Source: an optimization exercise on an open RTL-to-GDS flow (aim: small area, a short achievable clock period and few clock cycles). Production flows keep margins and buffers that such runs may drop. RTL that was checked went through simulation tests only; none was proved equivalent to the original. Power and IR drop assume default switching activity.

== north ==
==> flow/design.v <==
module cordic (
    input  wire        clk,
    input  wire        rst_n,
    input  wire        start,
    input  wire [15:0] x_in,
    input  wire [15:0] y_in,
    input  wire [15:0] z_in,
    output reg         done,
    output wire [15:0] x_out,
    output wire [15:0] y_out,
    output wire [15:0] z_out
);
    reg [15:0] x, y, z;
    reg        busy;
    reg [3:0]  it;            
    wire [3:0] i_x = it, i_y = it, i_z = it;
    function [15:0] add16;
        input [15:0] a, b;
        input ci;
        reg [15:0] p, g, pp, gg;
        begin
            p = a ^ b;
            g = a & b;
            gg = g; pp = p;
            gg[0] = g[0] | (p[0] & ci);
            gg[15] = gg[15] | (pp[15] & gg[14]); pp[15] = pp[15] & pp[14];
            gg[13] = gg[13] | (pp[13] & gg[12]); pp[13] = pp[13] & pp[12];
            gg[11] = gg[11] | (pp[11] & gg[10]); pp[11] = pp[11] & pp[10];
            gg[9] = gg[9] | (pp[9] & gg[8]); pp[9] = pp[9] & pp[8];
            gg[7] = gg[7] | (pp[7] & gg[6]); pp[7] = pp[7] & pp[6];
            gg[5] = gg[5] | (pp[5] & gg[4]); pp[5] = pp[5] & pp[4];
            gg[3] = gg[3] | (pp[3] & gg[2]); pp[3] = pp[3] & pp[2];
            gg[1] = gg[1] | (pp[1] & gg[0]); pp[1] = pp[1] & pp[0];
            gg[15] = gg[15] | (pp[15] & gg[13]); pp[15] = pp[15] & pp[13];
            gg[14] = gg[14] | (pp[14] & gg[13]); pp[14] = pp[14] & pp[13];
            gg[11] = gg[11] | (pp[11] & gg[9]); pp[11] = pp[11] & pp[9];
            gg[10] = gg[10] | (pp[10] & gg[9]); pp[10] = pp[10] & pp[9];
            gg[7] = gg[7] | (pp[7] & gg[5]); pp[7] = pp[7] & pp[5];
            gg[6] = gg[6] | (pp[6] & gg[5]); pp[6] = pp[6] & pp[5];
            gg[3] = gg[3] | (pp[3] & gg[1]); pp[3] = pp[3] & pp[1];
            gg[2] = gg[2] | (pp[2] & gg[1]); pp[2] = pp[2] & pp[1];
            gg[15] = gg[15] | (pp[15] & gg[11]); pp[15] = pp[15] & pp[11];
            gg[14] = gg[14] | (pp[14] & gg[11]); pp[14] = pp[14] & pp[11];
            gg[13] = gg[13] | (pp[13] & gg[11]); pp[13] = pp[13] & pp[11];
            gg[12] = gg[12] | (pp[12] & gg[11]); pp[12] = pp[12] & pp[11];
            gg[7] = gg[7] | (pp[7] & gg[3]); pp[7] = pp[7] & pp[3];
            gg[6] = gg[6] | (pp[6] & gg[3]); pp[6] = pp[6] & pp[3];
            gg[5] = gg[5] | (pp[5] & gg[3]); pp[5] = pp[5] & pp[3];
            gg[4] = gg[4] | (pp[4] & gg[3]); pp[4] = pp[4] & pp[3];
            gg[15] = gg[15] | (pp[15] & gg[7]); pp[15] = pp[15] & pp[7];
            gg[14] = gg[14] | (pp[14] & gg[7]); pp[14] = pp[14] & pp[7];
            gg[13] = gg[13] | (pp[13] & gg[7]); pp[13] = pp[13] & pp[7];
            gg[12] = gg[12] | (pp[12] & gg[7]); pp[12] = pp[12] & pp[7];
            gg[11] = gg[11] | (pp[11] & gg[7]); pp[11] = pp[11] & pp[7];
            gg[10] = gg[10] | (pp[10] & gg[7]); pp[10] = pp[10] & pp[7];
            gg[9] = gg[9] | (pp[9] & gg[7]); pp[9] = pp[9] & pp[7];
            gg[8] = gg[8] | (pp[8] & gg[7]); pp[8] = pp[8] & pp[7];
            add16 = p ^ {gg[14:0], ci};
        end
    endfunction
    function [15:0] zadd;
        input [3:0] i;
        input neg;
        begin
            case ({neg, i})
                {1'b0, 4'd0}: zadd = 16'he000;   
                {1'b1, 4'd0}: zadd = 16'h2000;   
                {1'b0, 4'd1}: zadd = 16'hed1c;   
                {1'b1, 4'd1}: zadd = 16'h12e4;   
                {1'b0, 4'd2}: zadd = 16'hf605;   
                {1'b1, 4'd2}: zadd = 16'h09fb;   
                {1'b0, 4'd3}: zadd = 16'hfaef;   
                {1'b1, 4'd3}: zadd = 16'h0511;   
                {1'b0, 4'd4}: zadd = 16'hfd75;   
                {1'b1, 4'd4}: zadd = 16'h028b;   
                {1'b0, 4'd5}: zadd = 16'hfeba;   
                {1'b1, 4'd5}: zadd = 16'h0146;   
                {1'b0, 4'd6}: zadd = 16'hff5d;   
                {1'b1, 4'd6}: zadd = 16'h00a3;   
                {1'b0, 4'd7}: zadd = 16'hffaf;   
                {1'b1, 4'd7}: zadd = 16'h0051;   
                {1'b0, 4'd8}: zadd = 16'hffd7;   
                {1'b1, 4'd8}: zadd = 16'h0029;   
                {1'b0, 4'd9}: zadd = 16'hffec;   
                {1'b1, 4'd9}: zadd = 16'h0014;   
                {1'b0, 4'd10}: zadd = 16'hfff6;   
                {1'b1, 4'd10}: zadd = 16'h000a;   
                {1'b0, 4'd11}: zadd = 16'hfffb;   
                {1'b1, 4'd11}: zadd = 16'h0005;   
                default: zadd = 16'h0000;
            endcase
        end
    endfunction
    function signed [15:0] shr;
        input signed [15:0] v;
        input [3:0] s;
        begin
            shr = v >>> s;
        end
    endfunction
    wire        neg = z[15];
    wire [15:0] xs  = shr(x, i_x);
    wire [15:0] ys  = shr(y, i_y);
    wire [15:0] xn  = add16(x, neg ? ys : ~ys, ~neg);
    wire [15:0] yn  = add16(y, neg ? ~xs : xs, neg);
    wire [15:0] zn  = add16(z, zadd(i_z, neg), 1'b0);
    always @(posedge clk) begin
        if (start) begin
            x <= x_in;
            y <= y_in;
            z <= z_in;
        end else begin
            x <= xn;
            y <= yn;
            z <= zn;
        end
    end
    always @(posedge clk) begin
        if (start) it <= 4'd0;
        else       it <= it + 4'd1;
    end
    wire last = it == 4'd11;
    always @(posedge clk or negedge rst_n) begin
        if (!rst_n) begin
            busy <= 1'b0;
            done <= 1'b0;
        end else begin
            done <= busy && last;
            if (start)     busy <= 1'b1;
            else if (last) busy <= 1'b0;
        end
    end
    assign x_out = x;
    assign y_out = y;
    assign z_out = z;
endmodule
clock: 10.0 ns
lec_check: 0
cap_margin: 20
core_margin: 2
core_utilization: 40
cts_buf_list: sky130_fd_sc_hd__clkbuf_4 sky130_fd_sc_hd__clkbuf_8
cts_cluster_diameter: 100
cts_cluster_size: 30
slew_margin: 20
standard.sh (not shown) runs the stock make flow with config.mk's settings and CLKGATE_MAP_FILE= SYNTH_SCRIPT=/design/flow/synth_recipe.tcl, a recipe that flattens the netlist after the stock synthesis.
==> flow/flow/run.sh <==
#!/bin/bash
# The standard layout with these changes:
# - synthesis is the standard script, with ABC's mapping script replaced by
#   flow/abc_map.script and without the step that maps adders to full- and
#   half-adder cells, so ABC maps the adders' logic itself (the registers are
#   mapped before ABC runs and are the standard synthesis's);
# - the port buffers are made from the smallest buffer cell;
# - timing repair aims at a setup slack of 6.5 ns;
# - clock tree synthesis adds no dummy loads.
set -euo pipefail
here=$(pwd)
{
  head -n 1 synth_recipe.tcl
  echo "proc abc {args} { set i [lsearch \$args -script]; lset args [expr {\$i + 1}] $here/flow/abc_map.script; yosys abc {*}\$args }"
  tail -n +2 synth_recipe.tcl
} > flow_synth.tcl
export BUFFER_PORTS_ARGS="-buffer_cell sky130_fd_sc_hd__buf_1"
cts_args="-sink_clustering_enable -repair_clock_nets -sink_clustering_size 30 -sink_clustering_max_diameter 100 -buf_list {sky130_fd_sc_hd__clkbuf_4 sky130_fd_sc_hd__clkbuf_8} -dont_use_dummy_load"
bash standard.sh CTS_ARGS="$cts_args" SYNTH_SCRIPT="$here/flow_synth.tcl" ADDER_MAP_FILE= SETUP_SLACK_MARGIN=6.5 finish > standard.log 2>&1
==> flow/flow/abc_map.script <==
strash
balance
rewrite
refactor
balance
rewrite
rewrite -z
balance
refactor -z
rewrite -z
balance
dch
map -a
topo
buffer -c
upsize -c
dnsize -c
Testbench counts of north, summed over its fixed seeds: cycles 12,488.
Here is what was changed in the inputs of south compared with north.
--- a/flow/design.v
+++ b/flow/design.v
@@ -99,10 +99,10 @@
         end
     endfunction
     wire        neg = z[15];
-    wire [15:0] xs  = shr(x, i_x);
-    wire [15:0] ys  = shr(y, i_y);
-    wire [15:0] xn  = add16(x, neg ? ys : ~ys, ~neg);
-    wire [15:0] yn  = add16(y, neg ? ~xs : xs, neg);
+    wire [15:0] xsi = shr(neg ? ~x : x, i_x);    
+    wire [15:0] ysi = shr(neg ? y : ~y, i_y);    
+    wire [15:0] xn  = add16(x, ysi, ~neg);
+    wire [15:0] yn  = add16(y, xsi, neg);
     wire [15:0] zn  = add16(z, zadd(i_z, neg), 1'b0);
     always @(posedge clk) begin
         if (start) begin
==> notes.md <==
- Re overall routing resource usage: south and north aren't equal, and the lower value belongs to north.
- south: worst setup slack after layout is 68 ps lower than what north reported.
- south reports its cell with the biggest individual delay on the critical path as dfxtp_4 while north reports dfxtp_1.
- Comparing south and north, the lower total number of multi-input combinational cells is on north.
- Going from north to south, the total of plain and repair buffers excluding clock buffers was found to have gone up by 15.
- Compared with north, area of the core in south decreased by a few percent.
- south vs north: cell count down slightly
- [compare] base=north new=south: standby leakage power now larger, routed wire length up 3.0%, number of global-route vias before repair -240.
Only the layout flow was run in south; the RTL was not checked for function there.

[port drivers added, routing unchanged]
The flow's constraints put no driver on any port. The routed layouts listed below were extracted and timed again, unchanged, in two steps. Step 1: set_driving_cell puts a clkbuf_16 on clk and a buf_2 on each other input, an assumption about the parent block. Step 2 times the ports against the registers' clock, not the clock port: input delays grow and output delays shrink by t, the midpoint of the rising clock arrivals with the driver on. Three values: no drivers, after step 1, after step 2; two values: the first two.
run	t (ns)	setup slack, ns	worst setup path at the end
north	0.369	6.742 / 6.707 / 6.482	input to register
south	0.359	6.674 / 6.674 / 6.664	input to register
After both steps setup and hold are still met in every run listed. The setup slack of north, which loses most, moves by -0.035 ns with the drivers and by -0.260 ns with both steps.
